Background: an optimization exercise with open tools, aiming at small area. Do not read the settings as production practice. Only simulation tests tie the RTL to the original design; equivalence was not proved. Power figures rest on the tool's default switching activity, not on a simulated workload.

[flow/design.v]
`timescale 1ns / 1ps
module rp_acq (
    input clk,
    input rst_n,
    input [31:0] gpio_data,
    input [13:0] adc_dat_a_in,
    input ext_trig,
    output [7:0] led_o,
    output [31:0] BRAM_write_address,
    output [31:0] BRAM_write_data,
    output [3:0] BRAM_wren
);
    reg c_st;             
    reg c_prev;           
    reg c_start;          
    reg [23:0] samples;
    reg [23:0] repsn;     
    reg [5:0] hops;       
    always @(posedge clk) begin
        c_prev <= rst_n & gpio_data[31];
        if (!rst_n) begin
            c_st <= 1'b0;
            c_start <= 1'b0;
            samples <= 24'd0;
            repsn <= 24'hffffff;
            hops <= 6'd0;
        end else begin
            c_st <= ~c_st & (gpio_data[31] ^ c_prev);
            c_start <= c_st & (gpio_data[30:24] == 7'b0000001);
            if (c_st && gpio_data[30:25] == 6'b111110) samples <= gpio_data[23:0];
            if (c_st && gpio_data[30:25] == 6'b111111) repsn <= ~gpio_data[23:0];
            if (c_st && gpio_data[30:25] == 6'b111101) hops <= gpio_data[5:0];
        end
    end
    reg [1:0] st;
    reg last_trig;
    reg [2:0] pc;         
    reg [23:0] slat;      
    reg [23:0] rcn;       
    reg [13:0] xr;        
    reg [24:0] widx;      
    wire run = st[1] & st[0];
    wire [25:0] wc;
    wire [24:0] winc;
    assign wc[0] = 1'b1;
    genvar gi;
    generate for (gi = 0; gi < 25; gi = gi + 1) begin : g_winc
        assign winc[gi] = widx[gi] ^ wc[gi];
        assign wc[gi + 1] = widx[gi] & wc[gi];
    end endgenerate
    wire last = (winc[23:0] == slat);
    wire rdc = run & last;
    wire [24:0] rb;
    wire [23:0] rnext;
    assign rb[0] = 1'b1;
    generate for (gi = 0; gi < 24; gi = gi + 1) begin : g_rdec
        assign rnext[gi] = rcn[gi] ^ (rb[gi] & rdc);
        assign rb[gi + 1] = rcn[gi] & rb[gi];
    end endgenerate
    wire pc_last = pc[2] & ~pc[1];
    always @(posedge clk) begin
        if (st == 2'd0) rcn <= repsn;
        else rcn <= rnext;
    end
    always @(posedge clk) begin
        last_trig <= ext_trig;
        if (!rst_n) begin
            st <= 2'd0;
            xr <= 14'd0;
        end else begin
            case (st)
                2'd0: begin
                    if (c_start) st <= 2'd1;
                end
                2'd1: begin
                    pc <= 3'd0;
                    if (&rcn) st <= 2'd0;
                    else if (ext_trig & ~last_trig) st <= 2'd2;
                end
                2'd2: begin
                    pc <= {pc[1:0], ~pc[2]};
                    if (pc_last) begin
                        st <= 2'd3;
                        slat <= samples;
                        xr <= adc_dat_a_in;
                    end
                end
                2'd3: begin
                    xr <= adc_dat_a_in;
                    if (last) begin
                        st <= 2'd1;
                    end
                end
            endcase
        end
    end
    always @(posedge clk) begin
        if (rst_n & run) widx <= winc;
        else widx <= {25{1'b1}};
    end
    reg [5:0] ph;         
    reg [5:0] ph1;        
    wire [13:0] x = {xr[13], ~xr[12:0]};    
    wire [6:0] pcy;
    wire [5:0] pnext;
    assign pcy[0] = 1'b0;
    generate for (gi = 0; gi < 6; gi = gi + 1) begin : g_ph
        assign pnext[gi] = ph[gi] ^ hops[gi] ^ pcy[gi];
        assign pcy[gi + 1] = (ph[gi] & hops[gi]) | (ph[gi] & pcy[gi]) | (hops[gi] & pcy[gi]);
    end endgenerate
    always @(posedge clk) begin
        if (!rst_n) ph <= 6'd0;
        else ph <= pnext;
        ph1 <= ph;
    end
    wire [31:0] pdec;
    genvar gp;
    generate for (gp = 0; gp < 32; gp = gp + 1) begin : g_pdec
        assign pdec[gp] = (ph1[4:0] == gp);
    end endgenerate
    wire [14:0] mag;
    assign mag[0] = |(pdec & 32'hf194b5e4);
    assign mag[1] = |(pdec & 32'ha1f2feec);
    assign mag[2] = |(pdec & 32'ha50a9036);
    assign mag[3] = |(pdec & 32'h2a262db8);
    assign mag[4] = |(pdec & 32'h35d4c484);
    assign mag[5] = |(pdec & 32'h50be33fe);
    assign mag[6] = |(pdec & 32'h42d0851a);
    assign mag[7] = |(pdec & 32'hc7d6b53c);
    assign mag[8] = |(pdec & 32'h3a0afd80);
    assign mag[9] = |(pdec & 32'h5616d22a);
    assign mag[10] = |(pdec & 32'h9b4ee566);
    assign mag[11] = |(pdec & 32'h493ef9b4);
    assign mag[12] = |(pdec & 32'h38fefe38);
    assign mag[13] = |(pdec & 32'h07feffc0);
    assign mag[14] = |(pdec & 32'h00010000);
    wire s = ph1[5];
    wire [14:0] xb = {x, 1'b0};
    wire one0 = xb[1] ^ xb[0];
    wire two0 = (xb[2] & ~xb[1] & ~xb[0]) | (~xb[2] & xb[1] & xb[0]);
    wire neg0 = xb[2] ^ s;
    wire one1 = xb[3] ^ xb[2];
    wire two1 = (xb[4] & ~xb[3] & ~xb[2]) | (~xb[4] & xb[3] & xb[2]);
    wire neg1 = xb[4] ^ s;
    wire one2 = xb[5] ^ xb[4];
    wire two2 = (xb[6] & ~xb[5] & ~xb[4]) | (~xb[6] & xb[5] & xb[4]);
    wire neg2 = xb[6] ^ s;
    wire one3 = xb[7] ^ xb[6];
    wire two3 = (xb[8] & ~xb[7] & ~xb[6]) | (~xb[8] & xb[7] & xb[6]);
    wire neg3 = xb[8] ^ s;
    wire one4 = xb[9] ^ xb[8];
    wire two4 = (xb[10] & ~xb[9] & ~xb[8]) | (~xb[10] & xb[9] & xb[8]);
    wire neg4 = xb[10] ^ s;
    wire one5 = xb[11] ^ xb[10];
    wire two5 = (xb[12] & ~xb[11] & ~xb[10]) | (~xb[12] & xb[11] & xb[10]);
    wire neg5 = xb[12] ^ s;
    wire one6 = xb[13] ^ xb[12];
    wire two6 = (xb[14] & ~xb[13] & ~xb[12]) | (~xb[14] & xb[13] & xb[12]);
    wire neg6 = xb[14] ^ s;
    wire w0 = ((one0 & mag[0]) | (two0 & 1'b0)) ^ neg0;
    wire w1 = ((one0 & mag[1]) | (two0 & mag[0])) ^ neg0;
    wire w2 = ((one0 & mag[2]) | (two0 & mag[1])) ^ neg0;
    wire w3 = ((one0 & mag[3]) | (two0 & mag[2])) ^ neg0;
    wire w4 = ((one0 & mag[4]) | (two0 & mag[3])) ^ neg0;
    wire w5 = ((one0 & mag[5]) | (two0 & mag[4])) ^ neg0;
    wire w6 = ((one0 & mag[6]) | (two0 & mag[5])) ^ neg0;
    wire w7 = ((one0 & mag[7]) | (two0 & mag[6])) ^ neg0;
    wire w8 = ((one0 & mag[8]) | (two0 & mag[7])) ^ neg0;
    wire w9 = ((one0 & mag[9]) | (two0 & mag[8])) ^ neg0;
    wire w10 = ((one0 & mag[10]) | (two0 & mag[9])) ^ neg0;
    wire w11 = ((one0 & mag[11]) | (two0 & mag[10])) ^ neg0;
    wire w12 = ((one0 & mag[12]) | (two0 & mag[11])) ^ neg0;
    wire w13 = ((one0 & mag[13]) | (two0 & mag[12])) ^ neg0;
    wire w14 = ((one0 & mag[14]) | (two0 & mag[13])) ^ neg0;
    wire w15 = ((one0 & 1'b0) | (two0 & mag[14])) ^ neg0;
    wire w16 = ~neg0;
    wire w17 = ((one1 & mag[0]) | (two1 & 1'b0)) ^ neg1;
    wire w18 = ((one1 & mag[1]) | (two1 & mag[0])) ^ neg1;
    wire w19 = ((one1 & mag[2]) | (two1 & mag[1])) ^ neg1;
    wire w20 = ((one1 & mag[3]) | (two1 & mag[2])) ^ neg1;
    wire w21 = ((one1 & mag[4]) | (two1 & mag[3])) ^ neg1;
    wire w22 = ((one1 & mag[5]) | (two1 & mag[4])) ^ neg1;
    wire w23 = ((one1 & mag[6]) | (two1 & mag[5])) ^ neg1;
    wire w24 = ((one1 & mag[7]) | (two1 & mag[6])) ^ neg1;
    wire w25 = ((one1 & mag[8]) | (two1 & mag[7])) ^ neg1;
    wire w26 = ((one1 & mag[9]) | (two1 & mag[8])) ^ neg1;
    wire w27 = ((one1 & mag[10]) | (two1 & mag[9])) ^ neg1;
    wire w28 = ((one1 & mag[11]) | (two1 & mag[10])) ^ neg1;
    wire w29 = ((one1 & mag[12]) | (two1 & mag[11])) ^ neg1;
    wire w30 = ((one1 & mag[13]) | (two1 & mag[12])) ^ neg1;
    wire w31 = ((one1 & mag[14]) | (two1 & mag[13])) ^ neg1;
    wire w32 = ((one1 & 1'b0) | (two1 & mag[14])) ^ neg1;
    wire w33 = ~neg1;
    wire w34 = ((one2 & mag[0]) | (two2 & 1'b0)) ^ neg2;
    wire w35 = ((one2 & mag[1]) | (two2 & mag[0])) ^ neg2;
    wire w36 = ((one2 & mag[2]) | (two2 & mag[1])) ^ neg2;
    wire w37 = ((one2 & mag[3]) | (two2 & mag[2])) ^ neg2;
    wire w38 = ((one2 & mag[4]) | (two2 & mag[3])) ^ neg2;
    wire w39 = ((one2 & mag[5]) | (two2 & mag[4])) ^ neg2;
    wire w40 = ((one2 & mag[6]) | (two2 & mag[5])) ^ neg2;
    wire w41 = ((one2 & mag[7]) | (two2 & mag[6])) ^ neg2;
    wire w42 = ((one2 & mag[8]) | (two2 & mag[7])) ^ neg2;
    wire w43 = ((one2 & mag[9]) | (two2 & mag[8])) ^ neg2;
    wire w44 = ((one2 & mag[10]) | (two2 & mag[9])) ^ neg2;
    wire w45 = ((one2 & mag[11]) | (two2 & mag[10])) ^ neg2;
    wire w46 = ((one2 & mag[12]) | (two2 & mag[11])) ^ neg2;
    wire w47 = ((one2 & mag[13]) | (two2 & mag[12])) ^ neg2;
    wire w48 = ((one2 & mag[14]) | (two2 & mag[13])) ^ neg2;
    wire w49 = ((one2 & 1'b0) | (two2 & mag[14])) ^ neg2;
    wire w50 = ~neg2;
    wire w51 = ((one3 & mag[0]) | (two3 & 1'b0)) ^ neg3;
    wire w52 = ((one3 & mag[1]) | (two3 & mag[0])) ^ neg3;
    wire w53 = ((one3 & mag[2]) | (two3 & mag[1])) ^ neg3;
    wire w54 = ((one3 & mag[3]) | (two3 & mag[2])) ^ neg3;
    wire w55 = ((one3 & mag[4]) | (two3 & mag[3])) ^ neg3;
    wire w56 = ((one3 & mag[5]) | (two3 & mag[4])) ^ neg3;
    wire w57 = ((one3 & mag[6]) | (two3 & mag[5])) ^ neg3;
    wire w58 = ((one3 & mag[7]) | (two3 & mag[6])) ^ neg3;
    wire w59 = ((one3 & mag[8]) | (two3 & mag[7])) ^ neg3;
    wire w60 = ((one3 & mag[9]) | (two3 & mag[8])) ^ neg3;
    wire w61 = ((one3 & mag[10]) | (two3 & mag[9])) ^ neg3;
    wire w62 = ((one3 & mag[11]) | (two3 & mag[10])) ^ neg3;
    wire w63 = ((one3 & mag[12]) | (two3 & mag[11])) ^ neg3;
    wire w64 = ((one3 & mag[13]) | (two3 & mag[12])) ^ neg3;
    wire w65 = ((one3 & mag[14]) | (two3 & mag[13])) ^ neg3;
    wire w66 = ((one3 & 1'b0) | (two3 & mag[14])) ^ neg3;
    wire w67 = ~neg3;
    wire w68 = ((one4 & mag[0]) | (two4 & 1'b0)) ^ neg4;
    wire w69 = ((one4 & mag[1]) | (two4 & mag[0])) ^ neg4;
    wire w70 = ((one4 & mag[2]) | (two4 & mag[1])) ^ neg4;
    wire w71 = ((one4 & mag[3]) | (two4 & mag[2])) ^ neg4;
    wire w72 = ((one4 & mag[4]) | (two4 & mag[3])) ^ neg4;
    wire w73 = ((one4 & mag[5]) | (two4 & mag[4])) ^ neg4;
    wire w74 = ((one4 & mag[6]) | (two4 & mag[5])) ^ neg4;
    wire w75 = ((one4 & mag[7]) | (two4 & mag[6])) ^ neg4;
    wire w76 = ((one4 & mag[8]) | (two4 & mag[7])) ^ neg4;
    wire w77 = ((one4 & mag[9]) | (two4 & mag[8])) ^ neg4;
    wire w78 = ((one4 & mag[10]) | (two4 & mag[9])) ^ neg4;
    wire w79 = ((one4 & mag[11]) | (two4 & mag[10])) ^ neg4;
    wire w80 = ((one4 & mag[12]) | (two4 & mag[11])) ^ neg4;
    wire w81 = ((one4 & mag[13]) | (two4 & mag[12])) ^ neg4;
    wire w82 = ((one4 & mag[14]) | (two4 & mag[13])) ^ neg4;
    wire w83 = ((one4 & 1'b0) | (two4 & mag[14])) ^ neg4;
    wire w84 = ~neg4;
    wire w85 = ((one5 & mag[0]) | (two5 & 1'b0)) ^ neg5;
    wire w86 = ((one5 & mag[1]) | (two5 & mag[0])) ^ neg5;
    wire w87 = ((one5 & mag[2]) | (two5 & mag[1])) ^ neg5;
    wire w88 = ((one5 & mag[3]) | (two5 & mag[2])) ^ neg5;
    wire w89 = ((one5 & mag[4]) | (two5 & mag[3])) ^ neg5;
    wire w90 = ((one5 & mag[5]) | (two5 & mag[4])) ^ neg5;
    wire w91 = ((one5 & mag[6]) | (two5 & mag[5])) ^ neg5;
    wire w92 = ((one5 & mag[7]) | (two5 & mag[6])) ^ neg5;
    wire w93 = ((one5 & mag[8]) | (two5 & mag[7])) ^ neg5;
    wire w94 = ((one5 & mag[9]) | (two5 & mag[8])) ^ neg5;
    wire w95 = ((one5 & mag[10]) | (two5 & mag[9])) ^ neg5;
    wire w96 = ((one5 & mag[11]) | (two5 & mag[10])) ^ neg5;
    wire w97 = ((one5 & mag[12]) | (two5 & mag[11])) ^ neg5;
    wire w98 = ((one5 & mag[13]) | (two5 & mag[12])) ^ neg5;
    wire w99 = ((one5 & mag[14]) | (two5 & mag[13])) ^ neg5;
    wire w100 = ((one5 & 1'b0) | (two5 & mag[14])) ^ neg5;
    wire w101 = ~neg5;
    wire w102 = ((one6 & mag[0]) | (two6 & 1'b0)) ^ neg6;
    wire w103 = ((one6 & mag[1]) | (two6 & mag[0])) ^ neg6;
    wire w104 = ((one6 & mag[2]) | (two6 & mag[1])) ^ neg6;
    wire w105 = ((one6 & mag[3]) | (two6 & mag[2])) ^ neg6;
    wire w106 = ((one6 & mag[4]) | (two6 & mag[3])) ^ neg6;
    wire w107 = ((one6 & mag[5]) | (two6 & mag[4])) ^ neg6;
    wire w108 = ((one6 & mag[6]) | (two6 & mag[5])) ^ neg6;
    wire w109 = ((one6 & mag[7]) | (two6 & mag[6])) ^ neg6;
    wire w110 = ((one6 & mag[8]) | (two6 & mag[7])) ^ neg6;
    wire w111 = ((one6 & mag[9]) | (two6 & mag[8])) ^ neg6;
    wire w112 = ((one6 & mag[10]) | (two6 & mag[9])) ^ neg6;
    wire w113 = ((one6 & mag[11]) | (two6 & mag[10])) ^ neg6;
    wire w114 = ((one6 & mag[12]) | (two6 & mag[11])) ^ neg6;
    wire w115 = ((one6 & mag[13]) | (two6 & mag[12])) ^ neg6;
    wire w116 = ((one6 & mag[14]) | (two6 & mag[13])) ^ neg6;
    wire w117 = ((one6 & 1'b0) | (two6 & mag[14])) ^ neg6;
    wire w118 = ~neg6;
    wire w119 = neg5 ^ w10;
    wire w120 = neg5 & w10;
    wire w121 = w11 ^ w26;
    wire w122 = w11 & w26;
    wire w123 = neg6 ^ w12 ^ w27;
    wire w124 = (neg6 & w12) | (neg6 & w27) | (w12 & w27);
    wire w125 = w42 ^ w57;
    wire w126 = w42 & w57;
    wire w127 = w13 ^ w28 ^ w43;
    wire w128 = (w13 & w28) | (w13 & w43) | (w28 & w43);
    wire w129 = w58 ^ w73;
    wire w130 = w58 & w73;
    wire w131 = w14 ^ w29 ^ w44;
    wire w132 = (w14 & w29) | (w14 & w44) | (w29 & w44);
    wire w133 = w59 ^ w74;
    wire w134 = w59 & w74;
    wire w135 = w15 ^ w30 ^ w45;
    wire w136 = (w15 & w30) | (w15 & w45) | (w30 & w45);
    wire w137 = w60 ^ w75;
    wire w138 = w60 & w75;
    wire w139 = neg0 ^ w31 ^ w46;
    wire w140 = (neg0 & w31) | (neg0 & w46) | (w31 & w46);
    wire w141 = w61 ^ w76;
    wire w142 = w61 & w76;
    wire w143 = neg0 ^ w32 ^ w47;
    wire w144 = (neg0 & w32) | (neg0 & w47) | (w32 & w47);
    wire w145 = w62 ^ w77;
    wire w146 = w62 & w77;
    wire w147 = w16 ^ w33 ^ w48;
    wire w148 = (w16 & w33) | (w16 & w48) | (w33 & w48);
    wire w149 = w63 ^ w78;
    wire w150 = w63 & w78;
    wire w151 = 1'b1 ^ w49 ^ w64;
    wire w152 = (1'b1 & w49) | (1'b1 & w64) | (w49 & w64);
    wire w153 = neg3 ^ w6;
    wire w154 = neg3 & w6;
    wire w155 = w7 ^ w22;
    wire w156 = w7 & w22;
    wire w157 = neg4 ^ w8 ^ w23;
    wire w158 = (neg4 & w8) | (neg4 & w23) | (w8 & w23);
    wire w159 = w38 ^ w53;
    wire w160 = w38 & w53;
    wire w161 = w9 ^ w24 ^ w39;
    wire w162 = (w9 & w24) | (w9 & w39) | (w24 & w39);
    wire w163 = w54 ^ w69;
    wire w164 = w54 & w69;
    wire w165 = w25 ^ w40 ^ w55;
    wire w166 = (w25 & w40) | (w25 & w55) | (w40 & w55);
    wire w167 = w70 ^ w85 ^ w119;
    wire w168 = (w70 & w85) | (w70 & w119) | (w85 & w119);
    wire w169 = w41 ^ w56 ^ w71;
    wire w170 = (w41 & w56) | (w41 & w71) | (w56 & w71);
    wire w171 = w86 ^ w120 ^ w121;
    wire w172 = (w86 & w120) | (w86 & w121) | (w120 & w121);
    wire w173 = w72 ^ w87 ^ w102;
    wire w174 = (w72 & w87) | (w72 & w102) | (w87 & w102);
    wire w175 = w122 ^ w125 ^ w123;
    wire w176 = (w122 & w125) | (w122 & w123) | (w125 & w123);
    wire w177 = w88 ^ w103 ^ w126;
    wire w178 = (w88 & w103) | (w88 & w126) | (w103 & w126);
    wire w179 = w129 ^ w124 ^ w127;
    wire w180 = (w129 & w124) | (w129 & w127) | (w124 & w127);
    wire w181 = w89 ^ w104 ^ w130;
    wire w182 = (w89 & w104) | (w89 & w130) | (w104 & w130);
    wire w183 = w133 ^ w128 ^ w131;
    wire w184 = (w133 & w128) | (w133 & w131) | (w128 & w131);
    wire w185 = w90 ^ w105 ^ w134;
    wire w186 = (w90 & w105) | (w90 & w134) | (w105 & w134);
    wire w187 = w137 ^ w132 ^ w135;
    wire w188 = (w137 & w132) | (w137 & w135) | (w132 & w135);
    wire w189 = w91 ^ w106 ^ w138;
    wire w190 = (w91 & w106) | (w91 & w138) | (w106 & w138);
    wire w191 = w141 ^ w136 ^ w139;
    wire w192 = (w141 & w136) | (w141 & w139) | (w136 & w139);
    wire w193 = w92 ^ w107 ^ w142;
    wire w194 = (w92 & w107) | (w92 & w142) | (w107 & w142);
    wire w195 = w145 ^ w140 ^ w143;
    wire w196 = (w145 & w140) | (w145 & w143) | (w140 & w143);
    wire w197 = w93 ^ w108 ^ w146;
    wire w198 = (w93 & w108) | (w93 & w146) | (w108 & w146);
    wire w199 = w149 ^ w144 ^ w147;
    wire w200 = (w149 & w144) | (w149 & w147) | (w144 & w147);
    wire w201 = w79 ^ w94 ^ w109;
    wire w202 = (w79 & w94) | (w79 & w109) | (w94 & w109);
    wire w203 = w150 ^ w148 ^ w151;
    wire w204 = (w150 & w148) | (w150 & w151) | (w148 & w151);
    wire w205 = w50 ^ w65 ^ w80;
    wire w206 = (w50 & w65) | (w50 & w80) | (w65 & w80);
    wire w207 = w95 ^ w110 ^ w152;
    wire w208 = (w95 & w110) | (w95 & w152) | (w110 & w152);
    wire w209 = 1'b1 ^ w66 ^ w81;
    wire w210 = (1'b1 & w66) | (1'b1 & w81) | (w66 & w81);
    wire w211 = w96 ^ w111;
    wire w212 = w96 & w111;
    wire w213 = w67 ^ w82 ^ w97;
    wire w214 = (w67 & w82) | (w67 & w97) | (w82 & w97);
    wire w215 = 1'b1 ^ w83;
    wire w216 = 1'b1 & w83;
    wire w217 = neg2 ^ w4;
    wire w218 = neg2 & w4;
    wire w219 = w5 ^ w20;
    wire w220 = w5 & w20;
    wire w221 = w21 ^ w36 ^ w51;
    wire w222 = (w21 & w36) | (w21 & w51) | (w36 & w51);
    wire w223 = w37 ^ w52 ^ w154;
    wire w224 = (w37 & w52) | (w37 & w154) | (w52 & w154);
    wire w225 = w68 ^ w156 ^ w159;
    wire w226 = (w68 & w156) | (w68 & w159) | (w156 & w159);
    wire w227 = w160 ^ w163 ^ w158;
    wire w228 = (w160 & w163) | (w160 & w158) | (w163 & w158);
    wire w229 = w164 ^ w162 ^ w165;
    wire w230 = (w164 & w162) | (w164 & w165) | (w162 & w165);
    wire w231 = w166 ^ w169 ^ w168;
    wire w232 = (w166 & w169) | (w166 & w168) | (w169 & w168);
    wire w233 = w170 ^ w173 ^ w172;
    wire w234 = (w170 & w173) | (w170 & w172) | (w173 & w172);
    wire w235 = w174 ^ w177 ^ w176;
    wire w236 = (w174 & w177) | (w174 & w176) | (w177 & w176);
    wire w237 = w178 ^ w181 ^ w180;
    wire w238 = (w178 & w181) | (w178 & w180) | (w181 & w180);
    wire w239 = w182 ^ w185 ^ w184;
    wire w240 = (w182 & w185) | (w182 & w184) | (w185 & w184);
    wire w241 = w186 ^ w189 ^ w188;
    wire w242 = (w186 & w189) | (w186 & w188) | (w189 & w188);
    wire w243 = w190 ^ w193 ^ w192;
    wire w244 = (w190 & w193) | (w190 & w192) | (w193 & w192);
    wire w245 = w194 ^ w197 ^ w196;
    wire w246 = (w194 & w197) | (w194 & w196) | (w197 & w196);
    wire w247 = w201 ^ w198 ^ w200;
    wire w248 = (w201 & w198) | (w201 & w200) | (w198 & w200);
    wire w249 = w202 ^ w205 ^ w204;
    wire w250 = (w202 & w205) | (w202 & w204) | (w205 & w204);
    wire w251 = w211 ^ w206 ^ w209;
    wire w252 = (w211 & w206) | (w211 & w209) | (w206 & w209);
    wire w253 = w112 ^ w212 ^ w210;
    wire w254 = (w112 & w212) | (w112 & w210) | (w212 & w210);
    wire w255 = w98 ^ w113 ^ w215;
    wire w256 = (w98 & w113) | (w98 & w215) | (w113 & w215);
    wire w257 = w84 ^ w99 ^ w114;
    wire w258 = (w84 & w99) | (w84 & w114) | (w99 & w114);
    wire w259 = 1'b1 ^ w100;
    wire w260 = 1'b1 & w100;
    wire w261 = neg1 ^ w2;
    wire w262 = neg1 & w2;
    wire w263 = w3 ^ w18;
    wire w264 = w3 & w18;
    wire w265 = w19 ^ w34 ^ w217;
    wire w266 = (w19 & w34) | (w19 & w217) | (w34 & w217);
    wire w267 = w35 ^ w218 ^ w219;
    wire w268 = (w35 & w218) | (w35 & w219) | (w218 & w219);
    wire w269 = w220 ^ w153 ^ w221;
    wire w270 = (w220 & w153) | (w220 & w221) | (w153 & w221);
    wire w271 = w155 ^ w222 ^ w223;
    wire w272 = (w155 & w222) | (w155 & w223) | (w222 & w223);
    wire w273 = w157 ^ w224 ^ w225;
    wire w274 = (w157 & w224) | (w157 & w225) | (w224 & w225);
    wire w275 = w161 ^ w226 ^ w227;
    wire w276 = (w161 & w226) | (w161 & w227) | (w226 & w227);
    wire w277 = w167 ^ w228 ^ w229;
    wire w278 = (w167 & w228) | (w167 & w229) | (w228 & w229);
    wire w279 = w171 ^ w230 ^ w231;
    wire w280 = (w171 & w230) | (w171 & w231) | (w230 & w231);
    wire w281 = w175 ^ w232 ^ w233;
    wire w282 = (w175 & w232) | (w175 & w233) | (w232 & w233);
    wire w283 = w179 ^ w234 ^ w235;
    wire w284 = (w179 & w234) | (w179 & w235) | (w234 & w235);
    wire w285 = w183 ^ w236 ^ w237;
    wire w286 = (w183 & w236) | (w183 & w237) | (w236 & w237);
    wire w287 = w187 ^ w238 ^ w239;
    wire w288 = (w187 & w238) | (w187 & w239) | (w238 & w239);
    wire w289 = w191 ^ w240 ^ w241;
    wire w290 = (w191 & w240) | (w191 & w241) | (w240 & w241);
    wire w291 = w195 ^ w242 ^ w243;
    wire w292 = (w195 & w242) | (w195 & w243) | (w242 & w243);
    wire w293 = w199 ^ w244 ^ w245;
    wire w294 = (w199 & w244) | (w199 & w245) | (w244 & w245);
    wire w295 = w203 ^ w246 ^ w247;
    wire w296 = (w203 & w246) | (w203 & w247) | (w246 & w247);
    wire w297 = w207 ^ w248 ^ w249;
    wire w298 = (w207 & w248) | (w207 & w249) | (w248 & w249);
    wire w299 = w208 ^ w251 ^ w250;
    wire w300 = (w208 & w251) | (w208 & w250) | (w251 & w250);
    wire w301 = w213 ^ w252 ^ w253;
    wire w302 = (w213 & w252) | (w213 & w253) | (w252 & w253);
    wire w303 = w214 ^ w255 ^ w254;
    wire w304 = (w214 & w255) | (w214 & w254) | (w255 & w254);
    wire w305 = w216 ^ w257 ^ w256;
    wire w306 = (w216 & w257) | (w216 & w256) | (w257 & w256);
    wire w307 = w115 ^ w259 ^ w258;
    wire w308 = (w115 & w259) | (w115 & w258) | (w259 & w258);
    wire w309 = w101 ^ w116 ^ w260;
    wire w310 = (w101 & w116) | (w101 & w260) | (w116 & w260);
    wire w311 = 1'b1 ^ w117;
    wire w312 = 1'b1 & w117;
    wire w313 = neg0 ^ w0;
    wire w314 = neg0 & w0;
    wire w315 = w1 ^ w314;
    wire w316 = w1 & w314;
    wire w317 = w17 ^ w261 ^ w316;
    wire w318 = (w17 & w261) | (w17 & w316) | (w261 & w316);
    wire w319 = w262 ^ w263 ^ w318;
    wire w320 = (w262 & w263) | (w262 & w318) | (w263 & w318);
    wire w321 = w264 ^ w265 ^ w320;
    wire w322 = (w264 & w265) | (w264 & w320) | (w265 & w320);
    wire w323 = w266 ^ w267 ^ w322;
    wire w324 = (w266 & w267) | (w266 & w322) | (w267 & w322);
    wire w325 = w268 ^ w269 ^ w324;
    wire w326 = (w268 & w269) | (w268 & w324) | (w269 & w324);
    wire w327 = w270 ^ w271 ^ w326;
    wire w328 = (w270 & w271) | (w270 & w326) | (w271 & w326);
    wire w329 = w272 ^ w273 ^ w328;
    wire w330 = (w272 & w273) | (w272 & w328) | (w273 & w328);
    wire w331 = w274 ^ w275;
    wire w332 = w274 & w275;
    wire w333 = w276 ^ w277 ^ w332;
    wire w334 = (w276 & w277) | (w276 & w332) | (w277 & w332);
    wire w335 = w278 ^ w279 ^ w334;
    wire w336 = (w278 & w279) | (w278 & w334) | (w279 & w334);
    wire w337 = w280 ^ w281 ^ w336;
    wire w338 = (w280 & w281) | (w280 & w336) | (w281 & w336);
    wire w339 = w282 ^ w283 ^ w338;
    wire w340 = (w282 & w283) | (w282 & w338) | (w283 & w338);
    wire w341 = w331 ^ w330;
    wire w342 = w330 & w331;
    wire w343 = w333 ^ w342;
    wire w344 = w331 & w333;
    wire w345 = w330 & w344;
    wire w346 = w335 ^ w345;
    wire w347 = w344 & w335;
    wire w348 = w330 & w347;
    wire w349 = w337 ^ w348;
    wire w350 = w347 & w337;
    wire w351 = w330 & w350;
    wire w352 = w339 ^ w351;
    wire w353 = w350 & w339;
    wire w354 = w330 & w353;
    wire w355 = w340 | w354;
    wire w356 = w284 ^ w285;
    wire w357 = w284 & w285;
    wire w358 = w286 ^ w287 ^ w357;
    wire w359 = (w286 & w287) | (w286 & w357) | (w287 & w357);
    wire w360 = w288 ^ w289 ^ w359;
    wire w361 = (w288 & w289) | (w288 & w359) | (w289 & w359);
    wire w362 = w290 ^ w291 ^ w361;
    wire w363 = (w290 & w291) | (w290 & w361) | (w291 & w361);
    wire w364 = w292 ^ w293 ^ w363;
    wire w365 = (w292 & w293) | (w292 & w363) | (w293 & w363);
    wire w366 = w356 ^ w355;
    wire w367 = w355 & w356;
    wire w368 = w358 ^ w367;
    wire w369 = w356 & w358;
    wire w370 = w355 & w369;
    wire w371 = w360 ^ w370;
    wire w372 = w369 & w360;
    wire w373 = w355 & w372;
    wire w374 = w362 ^ w373;
    wire w375 = w372 & w362;
    wire w376 = w355 & w375;
    wire w377 = w364 ^ w376;
    wire w378 = w375 & w364;
    wire w379 = w355 & w378;
    wire w380 = w365 | w379;
    wire w381 = w294 ^ w295;
    wire w382 = w294 & w295;
    wire w383 = w296 ^ w297 ^ w382;
    wire w384 = (w296 & w297) | (w296 & w382) | (w297 & w382);
    wire w385 = w298 ^ w299 ^ w384;
    wire w386 = (w298 & w299) | (w298 & w384) | (w299 & w384);
    wire w387 = w301 ^ w300 ^ w386;
    wire w388 = (w301 & w300) | (w301 & w386) | (w300 & w386);
    wire w389 = w302 ^ w303 ^ w388;
    wire w390 = (w302 & w303) | (w302 & w388) | (w303 & w388);
    wire w391 = w381 ^ w380;
    wire w392 = w380 & w381;
    wire w393 = w383 ^ w392;
    wire w394 = w381 & w383;
    wire w395 = w380 & w394;
    wire w396 = w385 ^ w395;
    wire w397 = w394 & w385;
    wire w398 = w380 & w397;
    wire w399 = w387 ^ w398;
    wire w400 = w397 & w387;
    wire w401 = w380 & w400;
    wire w402 = w389 ^ w401;
    wire w403 = w400 & w389;
    wire w404 = w380 & w403;
    wire w405 = w390 | w404;
    wire w406 = w305 ^ w304;
    wire w407 = w305 & w304;
    wire w408 = w307 ^ w306 ^ w407;
    wire w409 = (w307 & w306) | (w307 & w407) | (w306 & w407);
    wire w410 = w309 ^ w308 ^ w409;
    wire w411 = (w309 & w308) | (w309 & w409) | (w308 & w409);
    wire w412 = w311 ^ w310 ^ w411;
    wire w413 = (w311 & w310) | (w311 & w411) | (w310 & w411);
    wire w414 = w118 ^ w312 ^ w413;
    wire w415 = (w118 & w312) | (w118 & w413) | (w312 & w413);
    wire w416 = w406 ^ w405;
    wire w417 = w405 & w406;
    wire w418 = w408 ^ w417;
    wire w419 = w406 & w408;
    wire w420 = w405 & w419;
    wire w421 = w410 ^ w420;
    wire w422 = w419 & w410;
    wire w423 = w405 & w422;
    wire w424 = w412 ^ w423;
    wire w425 = w422 & w412;
    wire w426 = w405 & w425;
    wire w427 = w414 ^ w426;
    wire w428 = w425 & w414;
    wire [28:0] pm = {w427, w424, w421, w418, w416, w402, w399, w396, w393, w391, w377, w374, w371, w368, w366, w352, w349, w346, w343, w341, w329, w327, w325, w323, w321, w319, w317, w315, w313};
    reg [28:0] prod;
    always @(posedge clk) prod <= pm;
    assign led_o = {6'd0, st};
    assign BRAM_wren = {4{run}};
    assign BRAM_write_address = {{5{widx[24]}}, widx, 2'b00};
    assign BRAM_write_data = {{3{prod[28]}}, prod};
endmodule
[flow/flow/run.sh]
#!/bin/bash
# Own layout flow: the standard synthesis, then the combinational logic
# between the standard synthesis's registers and adder cells is re-mapped for
# area with ABC (registers, full and half adders and tie cells are kept as
# they are), then the standard layout with a minimum-size buffer on every
# port.  Each tool writes its full output to a log file in this folder.
set -euo pipefail
W=$PWD
F=$W/flow
R=$W/orfs/results/${FLOW_PLATFORM}/rp_acq/base
YOSYS=${FLOW_HOME}/../tools/install/yosys/bin/yosys
[ -x "$YOSYS" ] || YOSYS=yosys
LIB=${FLOW_HOME}/platforms/${FLOW_PLATFORM}/lib/sky130_fd_sc_hd__tt_025C_1v80.lib

bash standard.sh synth > $W/log_1_standard_synth.log 2>&1
cp $R/1_2_yosys.v $W/standard_synth.v

python3 $F/reopt.py $W/standard_synth.v $W/reopt_in.v > $W/log_2_reopt_py.log 2>&1
$YOSYS -p "read_liberty -lib $LIB; read_verilog $W/reopt_in.v; hierarchy -top ${FLOW_TOP}; opt -purge; techmap; opt -fast; abc -liberty $LIB -dont_use *probe* -dont_use *lpflow* -script $F/reopt.abc; opt_clean -purge; setundef -zero; hilomap -singleton -hicell sky130_fd_sc_hd__conb_1 HI -locell sky130_fd_sc_hd__conb_1 LO; splitnets; opt_clean -purge; check; stat -liberty $LIB; write_verilog -noattr -nohex -nodec $W/reopt_out.v" > $W/log_3_reopt_yosys.log 2>&1
cp $W/reopt_out.v $R/1_2_yosys.v

CTS="-sink_clustering_enable -repair_clock_nets -dont_use_dummy_load -buf_list sky130_fd_sc_hd__clkbuf_16"
bash standard.sh BUFFER_PORTS_ARGS="-buffer_cell sky130_fd_sc_hd__buf_1" CTS_ARGS="$CTS" finish > $W/log_4_standard_layout.log 2>&1
[flow/flow/libfunc.py]
"""Read combinational cell functions from the sky130hd liberty file and turn
an ABC-mapped gate netlist into Verilog assign statements."""
import re

def lib_functions(path):
    txt = open(path).read()
    funcs = {}
    for m in re.finditer(r'\n\s*cell\s*\(\s*"?(\w+)"?\s*\)\s*\{', txt):
        name = m.group(1)
        start = m.end()
        nxt = txt.find('\n    cell (', start)
        body = txt[start:nxt if nxt > 0 else len(txt)]
        outs = {}
        for pm in re.finditer(r'pin\s*\(\s*"?(\w+)"?\s*\)\s*\{', body):
            pb = body[pm.end():pm.end() + 4000]
            d = re.search(r'direction\s*:\s*"?(\w+)"?', pb)
            f = re.search(r'function\s*:\s*"([^"]*)"', pb)
            if d and d.group(1) == 'output' and f:
                outs[pm.group(1)] = f.group(1)
        if outs:
            funcs[name] = outs
    return funcs

def to_verilog_expr(f, pins):
    # liberty: ! not, & or space and, | or + or, ^ xor
    e = f.replace('!', '~').replace('+', '|')
    e = re.sub(r'\)\s+\(', ')&(', e)
    e = re.sub(r'(\w)\s+(\w)', r'\1&\2', e)
    e = re.sub(r'(\w)\s+\(', r'\1&(', e)
    e = re.sub(r'\)\s+(\w)', r')&\1', e)
    e = re.sub(r'\b([A-Z]\w*)\b', lambda m: '(%s)' % pins[m.group(1)] if m.group(1) in pins else m.group(0), e)
    return e

import subprocess, os, tempfile
ABC = '/OpenROAD-flow-scripts/tools/install/yosys/bin/yosys-abc'
LIB = '/OpenROAD-flow-scripts/flow/platforms/sky130hd/lib/sky130_fd_sc_hd__tt_025C_1v80.lib'
DONT = ['sky130_fd_sc_hd__probe_p_8', 'sky130_fd_sc_hd__probec_p_8']

def abc_map(blif_text, script, prefix):
    """Optimize and map a BLIF with ABC; return (verilog assign lines, area)."""
    d = tempfile.mkdtemp()
    fi = os.path.join(d, 'in.blif'); fo = os.path.join(d, 'out.blif')
    open(fi, 'w').write(blif_text)
    cmd = 'read_lib -w %s; read %s; %s; print_stats; write_blif %s' % (LIB, fi, script, fo)
    r = subprocess.run([ABC, '-c', cmd], capture_output=True, text=True)
    area = re.findall(r'area\s*=\s*([0-9.]+)', r.stdout)
    funcs = lib_functions(LIB)
    lines = []
    txt = open(fo).read().replace('\\\n', ' ')
    n = 0
    for ln in txt.split('\n'):
        ln = ln.strip()
        if ln.startswith('.gate'):
            parts = ln.split()[1:]
            cell = parts[0]
            pins = dict(p.split('=') for p in parts[1:])
            outs = funcs[cell]
            for op, f in outs.items():
                if op in pins:
                    lines.append('    assign %s = %s;' % (pins[op], to_verilog_expr(f, pins)))
        elif ln.startswith('.names'):
            parts = ln.split()[1:]
            lines.append(('NAMES', parts))
    # handle .names (constants / buffers) simply
    out = []
    tl = txt.split('\n')
    i = 0
    while i < len(tl):
        ln = tl[i].strip()
        if ln.startswith('.names'):
            parts = ln.split()[1:]
            rows = []
            i += 1
            while i < len(tl) and tl[i].strip() and not tl[i].strip().startswith('.'):
                rows.append(tl[i].strip()); i += 1
            if len(parts) == 1:
                out.append("    assign %s = 1'b%d;" % (parts[0], 1 if rows and rows[0] == '1' else 0))
            elif len(parts) == 2 and rows in (['1 1'],):
                out.append('    assign %s = %s;' % (parts[1], parts[0]))
            elif len(parts) == 2 and rows in (['0 1'],):
                out.append('    assign %s = ~%s;' % (parts[1], parts[0]))
            else:
                raise Exception('names %s %s' % (parts, rows))
            continue
        i += 1
    return [l for l in lines if not isinstance(l, tuple)] + out, float(area[-1]) if area else None
[flow/flow/reopt.abc]
strash
&get -n
&dch
&nf -a
&put
[flow/flow/reopt.py]
#!/usr/bin/env python3
"""Prepare a mapped sky130 netlist (flat, one module) for re-mapping its
combinational logic: single-output combinational cells become assign
statements; flip-flops, full/half adders and tie cells stay as instances.
Full adders with two or three inverted inputs are flipped
(FA(~a,~b,~c) = ~FA(a,b,c)), so the inverters can cancel; half adders with
an unused output become a plain gate.
usage: reopt.py in.v out.v"""
import re, sys
sys.path.insert(0, __file__.rsplit('/', 1)[0])
import libfunc

KEEP = re.compile(r'sky130_fd_sc_hd__(fa|ha|dfxtp|edfxtp|dfrtp|conb|dfstp|sdf|edf)')
INV = re.compile(r'sky130_fd_sc_hd__(inv|clkinv)_\d+$')

def esc(n):
    return n + ' ' if n.startswith('\\') else n

def main(fi, fo):
    net = open(fi).read()
    funcs = libfunc.lib_functions(libfunc.LIB)
    m = re.search(r'module\s+(\w+)\s*\((.*?)\);(.*)endmodule', net, re.S)
    top, ports, body = m.group(1), m.group(2), m.group(3)
    stmts = [s.strip() for s in body.split(';') if s.strip()]
    cells = []   # [type, name, pins dict] or None for plain statements
    other = []
    for s in stmts:
        mi = re.match(r'(sky130_fd_sc_hd__\w+)\s+(\S+)\s*\((.*)\)$', s, re.S)
        if mi:
            pins = dict((a, b.strip()) for a, b in re.findall(r'\.(\w+)\(([^()]*)\)', mi.group(3)))
            cells.append([mi.group(1), mi.group(2), pins])
        else:
            other.append(s)
    outpins = ('X', 'Y', 'Q', 'Q_N', 'SUM', 'COUT', 'HI', 'LO')
    use = {}
    for t, n, p in cells:
        for k, v in p.items():
            if k not in outpins and v:
                use[v] = use.get(v, 0) + 1
    for s in other:
        if s.startswith('assign'):
            rhs = s.split('=', 1)[1]
            for v in re.findall(r'(\\\S+|[A-Za-z_][\w$]*(?:\s*\[\d+\])?)', rhs):
                v = v.strip()
                use[v] = use.get(v, 0) + 1
    inv_of = {}
    for t, n, p in cells:
        if INV.match(t):
            inv_of[p['Y']] = p['A']
    extra = []
    wires = []
    cnt = [0]
    def newnet():
        cnt[0] += 1
        w = 'reopt_n%d' % cnt[0]
        wires.append(w)
        return w
    # Choose a polarity for every full adder (flipped: it gets complemented
    # inputs and gives complemented outputs) to need as few inverters as
    # possible.  A net's value is traced back through inverters to a base
    # net; a base driven by other logic is taken to be free in either
    # polarity, one driven by a flip-flop or half adder is true only.
    drv = {}
    for i, (t, n, p) in enumerate(cells):
        for k, v in p.items():
            if k in outpins and v:
                drv[v] = i
    def base(v):
        r = 0
        while v in inv_of:
            v = inv_of[v]; r ^= 1
        return v, r
    fas = [i for i, c in enumerate(cells) if re.match(r'sky130_fd_sc_hd__fa_\d', c[0])]
    fa_idx = dict((i, j) for j, i in enumerate(fas))
    pol = [0] * len(fas)
    # requirements: base -> list of (kind, fa index or None, parity)
    req = {}
    for i, (t, n, p) in enumerate(cells):
        if INV.match(t):
            continue
        generic = not KEEP.match(t)
        for k, v in p.items():
            if k in outpins or not v:
                continue
            b, r = base(v)
            if i in fa_idx:
                req.setdefault(b, []).append((fa_idx[i], r))
            elif not generic:
                req.setdefault(b, []).append((None, r))
    for s_ in other:
        if s_.startswith('assign'):
            rhs = s_.split('=', 1)[1].strip()
            b, r = base(rhs)
            req.setdefault(b, []).append((None, r))
    def src_pol(b):
        j = drv.get(b)
        if j is None:
            return 0
        if j in fa_idx:
            return ('fa', fa_idx[j])
        if KEEP.match(cells[j][0]):
            return 0
        return None   # generic logic: free
    bases = list(req.keys())
    bsrc = dict((b, src_pol(b)) for b in bases)
    def cost_of(b):
        sp = bsrc[b]
        if sp is None:
            return 0
        have = pol[sp[1]] if isinstance(sp, tuple) else 0
        need = set((r ^ (pol[j] if j is not None else 0)) for j, r in req[b])
        return 1 if any(x != have for x in need) else 0
    touch = {}
    for b in bases:
        sp = bsrc[b]
        if isinstance(sp, tuple):
            touch.setdefault(sp[1], set()).add(b)
        for j, r in req[b]:
            if j is not None:
                touch.setdefault(j, set()).add(b)
    improved = True
    rounds = 0
    while improved and rounds < 50:
        improved = False
        rounds += 1
        for j in range(len(fas)):
            bs = touch.get(j, ())
            before = sum(cost_of(b) for b in bs)
            pol[j] ^= 1
            after = sum(cost_of(b) for b in bs)
            if after < before:
                improved = True
            else:
                pol[j] ^= 1
    flips = 0
    for j, i in enumerate(fas):
        if not pol[j]:
            continue
        flips += 1
        t, n, p = cells[i]
        new = []
        for k in ('A', 'B', 'CIN'):
            w = newnet()
            extra.append('assign %s = ~%s;' % (w, esc(p[k])))
            p[k] = w
        for k in ('SUM', 'COUT'):
            o = p.get(k, '')
            if o:
                w = newnet()
                extra.append('assign %s = ~%s;' % (esc(o), w))
                p[k] = w
    out = ['module %s(%s);' % (top, ports)]
    for s in other:
        out.append('  ' + s + ' ;')
    for w in wires:
        out.append('  wire %s;' % w)
    ha_fixed = 0
    for t, n, p in cells:
        if re.match(r'sky130_fd_sc_hd__ha_\d', t):
            s_, c_ = p.get('SUM', ''), p.get('COUT', '')
            if not s_ or use.get(s_, 0) == 0:
                out.append('  assign %s = %s & %s;' % (esc(c_), esc(p['A']), esc(p['B'])))
                ha_fixed += 1
                continue
            if not c_ or use.get(c_, 0) == 0:
                out.append('  assign %s = %s ^ %s;' % (esc(s_), esc(p['A']), esc(p['B'])))
                ha_fixed += 1
                continue
        if KEEP.match(t):
            out.append('  %s %s (%s);' % (t, n, ', '.join('.%s(%s)' % (k, esc(v)) for k, v in p.items())))
            continue
        pe = dict((k, esc(v)) for k, v in p.items())
        for op, f in funcs[t].items():
            if op in p and p[op]:
                out.append('  assign %s = %s;' % (pe[op], libfunc.to_verilog_expr(f, pe)))
    for s in extra:
        out.append('  ' + s)
    out.append('endmodule')
    open(fo, 'w').write('\n'.join(out) + '\n')
    print('full adders flipped: %d, half adders made plain gates: %d' % (flips, ha_fixed))

if __name__ == '__main__':
    main(sys.argv[1], sys.argv[2])
[flow/standard.sh]
#!/bin/bash
# synth_recipe.tcl (not shown) runs the flow's synth.tcl, then flattens the netlist and writes it again
# the make line also repeats each setting of config.mk as NAME=value (left out here)
make -C /OpenROAD-flow-scripts/flow DESIGN_CONFIG=/design/flow/config.mk WORK_HOME=/design/flow/orfs CLKGATE_MAP_FILE= SYNTH_SCRIPT=/design/flow/synth_recipe.tcl "${@:-finish}"
[flow/config.mk]
export PLATFORM = sky130hd
export DESIGN_NAME = rp_acq
export DESIGN_NICKNAME = rp_acq
export VERILOG_FILES = /design/flow/design.v
export SDC_FILE = /design/flow/constraint.sdc
export NUM_CORES = 8
export LEC_CHECK = 0
export ABC_AREA = 1
export CAP_MARGIN = 0
export CORE_MARGIN = 2
export CORE_UTILIZATION = 40
export GPL_TIMING_DRIVEN = 0
export SLEW_MARGIN = 0
[flow/constraint.sdc]
create_clock -name core_clock -period 8.0 [get_ports {clk}]
set_input_delay 1.6000 -clock core_clock [delete_from_list [all_inputs] [get_ports {clk}]]
set_output_delay 1.6000 -clock core_clock [all_outputs]
set_load 0.01 [all_outputs]
==> out/metrics.yaml, run 1 <==
setup_viol: 0
slew_violations: 0
ios: 125
drt_iter0_markers: 672
post-place-ws_ns: -0.587
cts_tree: "built"
synthToLayoutAreaGrowth_pct: 14.2
drv_cap: 0
dp_hpwl_mm: 23.6
cts_buffers: 17
grt_pass1_vias: 9308
antenna_found_initial: 0
insertion_delay_ns: 0.46
core_sq_um: 29700
layout_min_cycle_time_ns: 7.58
layout_setup_ws_ns: 0.424
vias: 9477
final_net_count: 1591
diodes: 0
die_area_sq_um: 31700
hold_path.class: "reg -> reg"
path_clk_slew_ns: 0.05
clk_path_buf_depth: 2
grt_max_degree: 51
fp.dieW_um: 178
required_ns: 8.36
cts_root_buffer: "clkbuf_16"
io_buffers: 116
wire_per_inst_um: 17.2
relSlewSlack_pct: 13.6
ys_warn_count: 1
p_per_area_nw_per_um2: 496
cp-end-kind: "flip-flop"
start_util_pct: 40.8
gp_congestion: 0.926
first_pass_iters: 6
fp.dieH_um: 178
cts.sinks: 191
crit_path_max_fanout: 19
routed_wl_mm: 30.5
max_clock_freq_mhz: 132
fin_skew_ns: 0.0261
grt_setup_unrepaired: "no"
htreeDepth: 4
critical_path_arrival_ns: 7.93
overflow: 0
synth_area_per_cell_sq_um: 9.87
worst_pin_slew_ns: 1.29
ir_worst_vdd_v: 0.000493
rows: 63
ctsHoldBuffers: 0
cp-start-kind: "flip-flop"
mappedNetlistArea_sq_um: 12100
globalRouteTotalUtil_pct: 20.3
drive_gt1_share_pct: 4.40
status: "finished clean"
hold_violations: 0
timing.final.crit_share_pct: 94.7
grt_pass1_wl_mm: 50.2
synthCells: 1229
setup_tns_ns: 0
ant_nets: 0
worstSetupPathType: "reg -> reg"
via_per_inst: 5.34
drcViolationCount: 0
leakagePower_nw: 5.17
[layout by cell type, fill, tap and decap left out, types with 16 or more instances in the layout]
cell type / count
dfxtp_1: 159
xnor2_1: 149
nor2_1: 135
buf_1: 115
fa_1: 98
nand2_1: 97
a22oi_1: 85
o21ai_0: 65
clkinv_1: 56
ha_1: 55
or2_0: 27
edfxtp_1: 27
o211ai_1: 25
nand3_1: 21
xor2_1: 19
clkbuf_16: 17
a21oi_1: 16
[power breakdown]
group | total (mW) | internal [mW] | switching (mW)
clock | 0.700 | 0.369 | 0.331
combinational | 4.82 | 2.26 | 2.56
sequential | 1.35 | 1.25 | 0.0967
[registers in the layout, summed over array words and instances, names as in the netlist]
register	flops
c_prev	1
last_trig	1
widx	25
rcn	24
c_st	1
repsn	24
ph1	6
xr	14
samples	24
pc	3
st	2
hops	6
slat	24
ph	6
prod	29
c_start	1
[critical path, stage by stage (launching register included)]
cell,delay [ns]
dfxtp_2,0.54
or3b_1,0.45
nor2_1,0.29
nor2_1,0.15
nand4_1,0.10
or3_1,0.51
a22oi_1,0.16
xor2_1,0.23
fa_1,0.55
clkinv_1,0.09
fa_1,0.50
fa_1,0.57
fa_1,0.18
clkinv_1,0.09
fa_1,0.45
fa_1,0.47
fa_1,0.55
o31ai_2,0.42
nand4bb_1,0.29
o31ai_4,0.36
a21bo_1,0.22
ha_1,0.17
xor2_1,0.14
[metrics by stage]
| step | util [%] | power, mW | instance area, sq um | hold slack, ns | std cells |
|---|---|---|---|---|---|
| global placement | 44.0 | 5.92 | 13100 | 0.355 | 1742 |
| floorplan | - | 5.09 | 12200 | 0.334 | 1236 |
| detailed placement | 44.7 | 6.09 | 13300 | 0.352 | 1753 |
| CTS | 46.2 | 6.90 | 13700 | 0.361 | 1770 |
| global route | 46.6 | 7.70 | 13800 | 0.376 | 1776 |
| finish | 46.6 | 6.87 | 13800 | 0.356 | 1776 |
[final cells by class]
type                            instances  area [sq um]
Sequential cell                       191          4110
Tap cell                              390           488
Inverter                               56           210
Timing Repair Buffer                  133           623
Clock buffer                           17           425
Multi-Input combinational cell        989          7990
Fill cell                            2873         15900
[layer usage]
| metal | part of all wire (%) | routed length (um) | vias up | global-route usage [%] |
|---|---|---|---|---|
| met5 | 0 | 0 | - | 0 |
| met1 | 46 | 14100 | 4574 | 27.2 |
| met4 | 2.0 | 603 | 0 | 7.14 |
| met2 | 48 | 14500 | 229 | 33.2 |
| met3 | 4.4 | 1350 | 43 | 3.47 |
| li1 | - | - | 4631 | - |
[final timing paths]
kind	cells past startpoint	end	startpoint	slack (ns)
min	0	ph1[0]	ph[0]	0.36
max	22	prod[25]	ph1[2]	0.42
max reg2reg	22	prod[25]	ph1[2]	0.42
min reg2reg	0	ph1[0]	ph[0]	0.36
[what timing repair did]
item	CTS	global route
gates resized for setup	8	16
setup buffers	0	6
cloned	0	0
setup endpoints to repair	10	10
pin swaps	0	3
==> run 2, diff against run 1 <==
--- a/flow/flow/run.sh
+++ b/flow/flow/run.sh
@@ -21,3 +21,3 @@
 
-CTS="-sink_clustering_enable -repair_clock_nets -dont_use_dummy_load -buf_list sky130_fd_sc_hd__clkbuf_16"
+CTS="-sink_clustering_enable -repair_clock_nets -dont_use_dummy_load -buf_list sky130_fd_sc_hd__clkbuf_8 -sink_clustering_size 10 -sink_clustering_max_diameter 30 -sink_clustering_levels 2"
 bash standard.sh BUFFER_PORTS_ARGS="-buffer_cell sky130_fd_sc_hd__buf_1" CTS_ARGS="$CTS" finish > $W/log_4_standard_layout.log 2>&1
==> out/metrics.yaml, run 2 <==
post-place-ws_ns: -0.587  # unchanged
cts_root_buffer: "clkbuf_8"  # was clkbuf_16
max_clock_freq_mhz: 132  # about the same
rows: 63  # unchanged
cp-end-kind: "flip-flop"  # unchanged
hold_violations: 0  # unchanged
grt_max_degree: 51  # unchanged
first_pass_iters: 5  # was 6
setup_tns_ns: 0  # unchanged
ios: 125  # unchanged
gp_congestion: 0.926  # unchanged
globalRouteTotalUtil_pct: 20.3  # about the same
ys_warn_count: 1  # unchanged
required_ns: 8.39  # was 8.36 ns
cts.sinks: 191  # unchanged
wire_per_inst_um: 17.2  # about the same
core_sq_um: 29700  # unchanged
dpl_cell_area_sq_um: 13300  # unchanged
crit_path_max_fanout: 19  # unchanged
cts_buffers: 17  # unchanged
rrSetupSlack_ns: 0.40  # was 0.42 ns
final_net_count: 1591  # unchanged
grt_pass1_wl_mm: 50.0  # was 50.2 mm
final_cell_mix: "dfxtp_1, xnor2_1, nor2_1"  # unchanged
mappedNetlistArea_sq_um: 12100  # unchanged
vias: 9473  # was 9477
nFillCells: 2895  # was 2873
postLayoutCoreUtil_pct: 45.9  # was 46.6%
synthToLayoutAreaGrowth_pct: 12.6  # was 14.2%
insertion_delay_ns: 0.50  # was 0.46 ns
ir_worst_vdd_v: 0.000494  # was 0.000493 V
multiInputGateArea_sq_um: 7990  # unchanged
path_clk_slew_ns: 0.07  # was 0.05 ns
largest_reg_flops: 29  # unchanged
r2r_cells: 22  # unchanged
r2r_start: "ph1[2]"  # unchanged
status: "finished clean"  # unchanged
ctsHoldBuffers: 0  # unchanged
drive_gt1_share_pct: 4.40  # unchanged
holdPathEnd: "ph1[0]"  # unchanged
critical_path_arrival_ns: 7.98  # was 7.93 ns
drv_cap: 0  # unchanged
fp.dieW_um: 178  # unchanged
min_from: "ph[0]"  # unchanged
mostFrequentLayoutCell: "dfxtp_1"  # unchanged
drcViolationCount: 0  # unchanged
reg_top3: "prod: 29 flops, widx: 25 flops"  # unchanged
fin_skew_ns: 0.0424  # was 0.0261 ns
cp-start-kind: "flip-flop"  # unchanged
htreeDepth: 4  # unchanged
timing.final.crit_share_pct: 94.9  # was 94.7%
layout_min_cycle_time_ns: 7.60  # was 7.58 ns
worstSetupPathType: "reg -> reg"  # unchanged
synthCells: 1229  # unchanged
dp.cells: 1753  # unchanged
leakagePower_nw: 5.08  # was 5.17 nW
start_util_pct: 40.8  # unchanged
via_per_inst: 5.33  # was 5.34
p_per_area_nw_per_um2: 488  # was 496 nW/um^2
layout_setup_ws_ns: 0.404  # was 0.424 ns
diodes: 0  # unchanged
ant_nets: 0  # unchanged
cts_tree: "built"  # unchanged
fp.dieH_um: 178  # unchanged
antenna_found_initial: 0  # unchanged
final_cells: 1776  # unchanged
regMostFlops: "prod"  # unchanged
setup_viol: 0  # unchanged
overflow: 0  # unchanged
hold_path.class: "reg -> reg"  # unchanged
clk_path_buf_depth: 2  # unchanged
routed_wl_mm: 30.6  # was 30.5 mm
relSlewSlack_pct: 16.3  # was 13.6%
grt_pass1_vias: 9309  # was 9308
grt_setup_unrepaired: "no"  # unchanged
stdcell_area_sq_um: 13700  # was 13800 sq um
holdPathStages: 0  # unchanged
drt_iter0_markers: 711  # was 672
die_area_sq_um: 31700  # unchanged
rr_endpoint: "prod[25]"  # unchanged
synth_area_per_cell_sq_um: 9.87  # unchanged
dp_hpwl_mm: 23.6  # unchanged
worst_pin_slew_ns: 1.25  # was 1.29 ns
io_buffers: 116  # unchanged
slew_violations: 0  # unchanged
regArea_sq_um: 4110  # unchanged
run 2: worst max-delay path by stage:
stage	startpoint	endpoint	slack [ns]	cells past startpoint
4_1_cts	ph1[5]	prod[25]	0.0006	17
3_5_place_dp	ph1[0]	prod[25]	-0.59	22
5_1_grt	ph1[2]	prod[25]	0.02	22
3_3_place_gp	ph1[4]	prod[28]	-1.14	22
2_1_floorplan	ph1[4]	prod[28]	0.35	22
6_report	ph1[2]	prod[25]	0.40	22
run 2: through the flow:
step | hold WS (ns) | total power, mW
after floorplan | 0.334 | 5.09
after global placement | 0.355 | 5.92
after detailed placement | 0.352 | 6.09
after CTS | 0.366 | 6.69
after global routing | 0.384 | 7.49
final | 0.361 | 6.66
run 2: power breakdown:
part | switching [mW] | internal (mW) | total, mW
Clock | 0.308 | 0.188 | 0.496
Sequential | 0.0969 | 1.25 | 1.35
Combinational | 2.55 | 2.26 | 4.81
Total | 2.96 | 3.70 | 6.66
run 2: cell type report:
cell class | count | area share, %
timing repair buffer | 133 | 4.56
multi-input combinational | 989 | 58.5
sequential | 191 | 30.1
tap | 390 | 3.57
inverter | 56 | 1.54
clock buffer | 17 | 1.71
run 2: critical path, cell delays in order (launching register included):
cell and delay, ns:
dfxtp_2 0.54, or3b_1 0.46, nor2_1 0.30, nor2_1 0.15, nand4_1 0.11, or3_1 0.51
a22oi_1 0.16, xor2_1 0.23, fa_1 0.55, clkinv_1 0.09, fa_1 0.51, fa_1 0.57
fa_1 0.18, clkinv_1 0.09, fa_1 0.45, fa_1 0.47, fa_1 0.54, o31ai_2 0.42
nand4bb_1 0.29, o31ai_4 0.37, a21bo_1 0.22, ha_1 0.17, xor2_1 0.14
run 2: what timing repair did:
item | 4_1_cts | 5_1_grt
setup buffers | 0 | 6
pin swaps | 0 | 3
resized for setup | 10 | 14
endpoints found under the setup margin | 10 | 10
run 2: routing by layer:
layer  part of all wire, %  up-vias  wire (um)  track usage, %
met5                     0        -          0               0
met4                   1.8        0        564            6.86
met3                   4.5       36       1370            3.22
met2                    48      246      14600            33.2
met1                    46     4552      14100            27.2
li1                      -     4639          -               -
==> run 3, diff against run 2 <==
--- a/flow/flow/run.sh
+++ b/flow/flow/run.sh
@@ -21,3 +21,3 @@
 
-CTS="-sink_clustering_enable -repair_clock_nets -dont_use_dummy_load -buf_list sky130_fd_sc_hd__clkbuf_8 -sink_clustering_size 10 -sink_clustering_max_diameter 30 -sink_clustering_levels 2"
+CTS="-sink_clustering_enable -repair_clock_nets -dont_use_dummy_load -buf_list \"sky130_fd_sc_hd__clkbuf_4 sky130_fd_sc_hd__clkbuf_8 sky130_fd_sc_hd__clkbuf_16\""
 bash standard.sh BUFFER_PORTS_ARGS="-buffer_cell sky130_fd_sc_hd__buf_1" CTS_ARGS="$CTS" finish > $W/log_4_standard_layout.log 2>&1
==> out/metrics.yaml, run 3 <==
status: "did not finish"  # was finished clean
stop_stage: "clock tree synthesis"
toolErrorMsg: "[ERROR STA-0564] clock_tree_synthesis positional arguments not supported."
post-place-ws_ns: -0.587  # unchanged
ios: 125  # unchanged
gp_congestion: 0.926  # unchanged
io_buffers: 116  # unchanged
mappedNetlistArea_sq_um: 12100  # unchanged
fp.dieH_um: 178  # unchanged
rows: 63  # unchanged
start_util_pct: 40.8  # unchanged
synthCells: 1229  # unchanged
ys_warn_count: 1  # unchanged
synth_area_per_cell_sq_um: 9.87  # unchanged
fp.dieW_um: 178  # unchanged
dp.cells: 1753  # unchanged
dp_hpwl_mm: 23.6  # unchanged
[run 3: worst max-delay path by stage]
stage	start	endpoint	cells after the start
2_1_floorplan	ph1[4]	prod[28]	22
3_5_place_dp	ph1[0]	prod[25]	22
3_3_place_gp	ph1[4]	prod[28]	22
[run 3: power by group through the flow]
stage	Clock (mW)	Combinational, mW	Sequential, mW
3_3_place_gp	0	4.56	1.36
2_1_floorplan	0	3.69	1.40
3_5_place_dp	0	4.71	1.37
[run 3: through the flow]
stage / utilization [%] / setup TNS, ns / cell area, sq um / hold WS (ns) / total power, mW
after floorplan: - / 0 / 12200 / 0.334 / 5.09
after global placement: 44.0 / -10.63 / 13100 / 0.355 / 5.92
after detailed placement: 44.7 / -4.89 / 13300 / 0.352 / 6.09
==> run 4, diff against run 3 <==
--- a/flow/flow/run.sh
+++ b/flow/flow/run.sh
@@ -21,3 +21,3 @@
 
-CTS="-sink_clustering_enable -repair_clock_nets -dont_use_dummy_load -buf_list \"sky130_fd_sc_hd__clkbuf_4 sky130_fd_sc_hd__clkbuf_8 sky130_fd_sc_hd__clkbuf_16\""
+CTS="-sink_clustering_enable -repair_clock_nets -dont_use_dummy_load -buf_list \"sky130_fd_sc_hd__clkbuf_8 sky130_fd_sc_hd__clkbuf_16\""
 bash standard.sh BUFFER_PORTS_ARGS="-buffer_cell sky130_fd_sc_hd__buf_1" CTS_ARGS="$CTS" finish > $W/log_4_standard_layout.log 2>&1
==> out/metrics.yaml, run 4 <==
status: "did not finish"  # unchanged
stop_stage: "clock tree synthesis"  # unchanged
toolErrorMsg: "[ERROR STA-0564] clock_tree_synthesis positional arguments not supported."  # unchanged
ys_warn_count: 1  # unchanged
dpl_cell_area_sq_um: 13300  # unchanged
ios: 125  # unchanged
post-place-ws_ns: -0.587  # unchanged
dp_hpwl_mm: 23.6  # unchanged
fp.dieW_um: 178  # unchanged
rows: 63  # unchanged
synth_area_per_cell_sq_um: 9.87  # unchanged
fp.dieH_um: 178  # unchanged
io_buffers: 116  # unchanged
synthCells: 1229  # unchanged
start_util_pct: 40.8  # unchanged
gp_congestion: 0.926  # unchanged
mappedNetlistArea_sq_um: 12100  # unchanged
run 4: worst max-delay path by stage:
stage,from,to,slack [ns]
floorplan,ph1[4],prod[28],0.35
global placement,ph1[4],prod[28],-1.14
detailed placement,ph1[0],prod[25],-0.59
run 4: power by group through the flow:
stage / Combinational, mW / Clock [mW] / Sequential [mW]
after global placement: 4.56 / 0 / 1.36
after floorplan: 3.69 / 0 / 1.40
after detailed placement: 4.71 / 0 / 1.37
run 4: metrics by stage:
stage	instances	power, mW	hold slack, ns	util [%]
after detailed placement	1753	6.09	0.352	44.7
after global placement	1742	5.92	0.355	44.0
after floorplan	1236	5.09	0.334	-
==> run 5, diff against run 4 <==
--- a/flow/flow/run.sh
+++ b/flow/flow/run.sh
@@ -21,3 +21,3 @@
 
-CTS="-sink_clustering_enable -repair_clock_nets -dont_use_dummy_load -buf_list \"sky130_fd_sc_hd__clkbuf_8 sky130_fd_sc_hd__clkbuf_16\""
+CTS="-sink_clustering_enable -repair_clock_nets -dont_use_dummy_load -buf_list {sky130_fd_sc_hd__clkbuf_4 sky130_fd_sc_hd__clkbuf_8 sky130_fd_sc_hd__clkbuf_16}"
 bash standard.sh BUFFER_PORTS_ARGS="-buffer_cell sky130_fd_sc_hd__buf_1" CTS_ARGS="$CTS" finish > $W/log_4_standard_layout.log 2>&1
==> out/metrics.yaml, run 5 <==
hold_path.class: "reg -> reg"
layout_setup_ws_ns: 0.424
clk_path_buf_depth: 2
synthCells: 1229  # unchanged
grt_pass1_wl_mm: 50.2
grt_pass1_vias: 9308
max_clock_freq_mhz: 132
dpl_cell_area_sq_um: 13300  # unchanged
setup_viol: 0
regMostFlops: "prod"
rows: 63  # unchanged
hold_violations: 0
crit_path_max_fanout: 19
p_per_area_nw_per_um2: 496
required_ns: 8.36
hold_slack_ns: 0.356
ctsHoldBuffers: 0
critical_path_arrival_ns: 7.93
fp.dieW_um: 178  # unchanged
grt_use_met3_pct: 3.47
diodes: 0
timing.final.crit_share_pct: 94.7
final_net_count: 1591
stdcell_area_sq_um: 13800
largest_reg_flops: 29
wire_per_inst_um: 17.2
insertion_delay_ns: 0.46
synthToLayoutAreaGrowth_pct: 14.2
globalRouteTotalUtil_pct: 20.3
routed_wl_mm: 30.5
cts_buffers: 17
grt_setup_unrepaired: "no"
clkPwrFrac_pct: 10.2
reg_top3: "prod: 29 flops, widx: 25 flops"
drive_gt1_share_pct: 4.40
status: "finished clean"  # was did not finish
ys_warn_count: 1  # unchanged
core_sq_um: 29700
cp-start-kind: "flip-flop"
leakagePower_nw: 5.17
grt_max_degree: 51
dp_hpwl_mm: 23.6  # unchanged
finalPower_mw: 6.87
busiest_layer: "met2"
die_area_sq_um: 31700
overflow: 0
post-place-ws_ns: -0.587  # unchanged
via_per_inst: 5.34
ant_nets: 0
io_buffers: 116  # unchanged
final_cell_mix: "dfxtp_1, xnor2_1, nor2_1"
cts_root_buffer: "clkbuf_16"
vias: 9477
mostFrequentLayoutCell: "dfxtp_1"
cts.sinks: 191
drv_cap: 0
antenna_found_initial: 0
htreeDepth: 4
fin_skew_ns: 0.0261
grtUsageMet2_pct: 33.2
relSlewSlack_pct: 13.6
fp.dieH_um: 178  # unchanged
cts_tree: "built"
layout_min_cycle_time_ns: 7.58
worstSetupPathType: "reg -> reg"
power_frac_comb_pct: 70.1
worst_pin_slew_ns: 1.29
drt_iter0_markers: 672
power_switching_mw: 2.98
ios: 125  # unchanged
ir_worst_vdd_v: 0.000493
met1_usage_pct: 27.2
drcViolationCount: 0
share_seq_of_total_power_pct: 19.7
r2r_cells: 22
path_clk_slew_ns: 0.05
first_pass_iters: 6
slew_violations: 0
synth_area_per_cell_sq_um: 9.87  # unchanged
gp_congestion: 0.926  # unchanged
start_util_pct: 40.8  # unchanged
nFillCells: 2873
cp-end-kind: "flip-flop"
p_sw_share_pct: 43.4
mappedNetlistArea_sq_um: 12100  # unchanged
p_int_mw: 3.88
holdPathStages: 0
==> run 5: power by group through the flow <==
stage / combinational [mW] / clock, mW / sequential (mW)
global placement: 4.56 / 0 / 1.36
global route: 5.57 / 0.758 / 1.37
floorplan: 3.69 / 0 / 1.40
finish: 4.82 / 0.700 / 1.35
CTS: 4.83 / 0.723 / 1.35
detailed placement: 4.71 / 0 / 1.37
==> run 5: timing repair <==
action,in CTS,in global routing
cloned,0,0
resized for setup,8,16
setup endpoints to repair,10,10
buffers inserted,0,6
pin swaps,0,3
==> run 5: path summary, 6_finish.rpt <==
check                             from       end  slack (ns)
worst max register to register  ph1[2]  prod[25]        0.42
worst min-delay path             ph[0]    ph1[0]        0.36
worst max-delay path            ph1[2]  prod[25]        0.42
worst min register to register   ph[0]    ph1[0]        0.36
==> run 5: through the flow <==
stage	setup TNS, ns	util [%]	std cells
after floorplan	0	-	1236
after detailed placement	-4.89	44.7	1753
final	0	46.6	1776
after CTS	0	46.2	1770
after global routing	0	46.6	1776
after global placement	-10.63	44.0	1742
==> run 5: metal layers <==
metal  vias to the layer above  part of all wire (%)
met5                         -                     0
met4                         0                   2.0
met3                        43                   4.4
met2                       229                    48
met1                      4574                    46
li1                       4631                     -
==> run 5: cell type report <==
type / count / area [sq um] / share of cell area (%)
clock buffer: 17 / 425 / 3.07
inverter: 56 / 210 / 1.52
multi-input combinational: 989 / 7990 / 57.7
sequential: 191 / 4110 / 29.7
tap: 390 / 488 / 3.53
timing repair buffer: 133 / 623 / 4.50
==> run 5: worst max-delay path: stages, from the launching register on <==
cell,delay [ns]
dfxtp_2,0.54
or3b_1,0.45
nor2_1,0.29
nor2_1,0.15
nand4_1,0.10
or3_1,0.51
a22oi_1,0.16
xor2_1,0.23
fa_1,0.55
clkinv_1,0.09
fa_1,0.50
fa_1,0.57
fa_1,0.18
clkinv_1,0.09
fa_1,0.45
fa_1,0.47
fa_1,0.55
o31ai_2,0.42
nand4bb_1,0.29
o31ai_4,0.36
a21bo_1,0.22
ha_1,0.17
xor2_1,0.14

what the ideal ports hide:
The flow's constraints put no driver on any port. The routed layouts listed below were extracted and timed again, unchanged, in two steps.
Step 1 assumes that a clkbuf_16 drives the clock port and a buf_2 every other input.
Step 2 times the ports against the registers' clock, not the clock port: input delays grow and output delays shrink by t, the midpoint of the rising clock arrivals with the driver on.
Slacks: no drivers / after step 1 / after step 2; pairs: no drivers / after step 1.
run	shift t [ns]	slack for setup (ns)	worst setup path at the end	latest minus earliest clock arrival (ns)	pins driven straight from the clock port
run 1	0.487	0.424 / 0.424 / 0.424	register to register	0.033 / 0.033	1
run 2	0.524	0.404 / 0.404 / 0.404	register to register	0.051 / 0.050	1
run 5	0.487	0.424 / 0.424 / 0.424	register to register	0.033 / 0.033	1
After both steps every run listed still meets setup and hold.
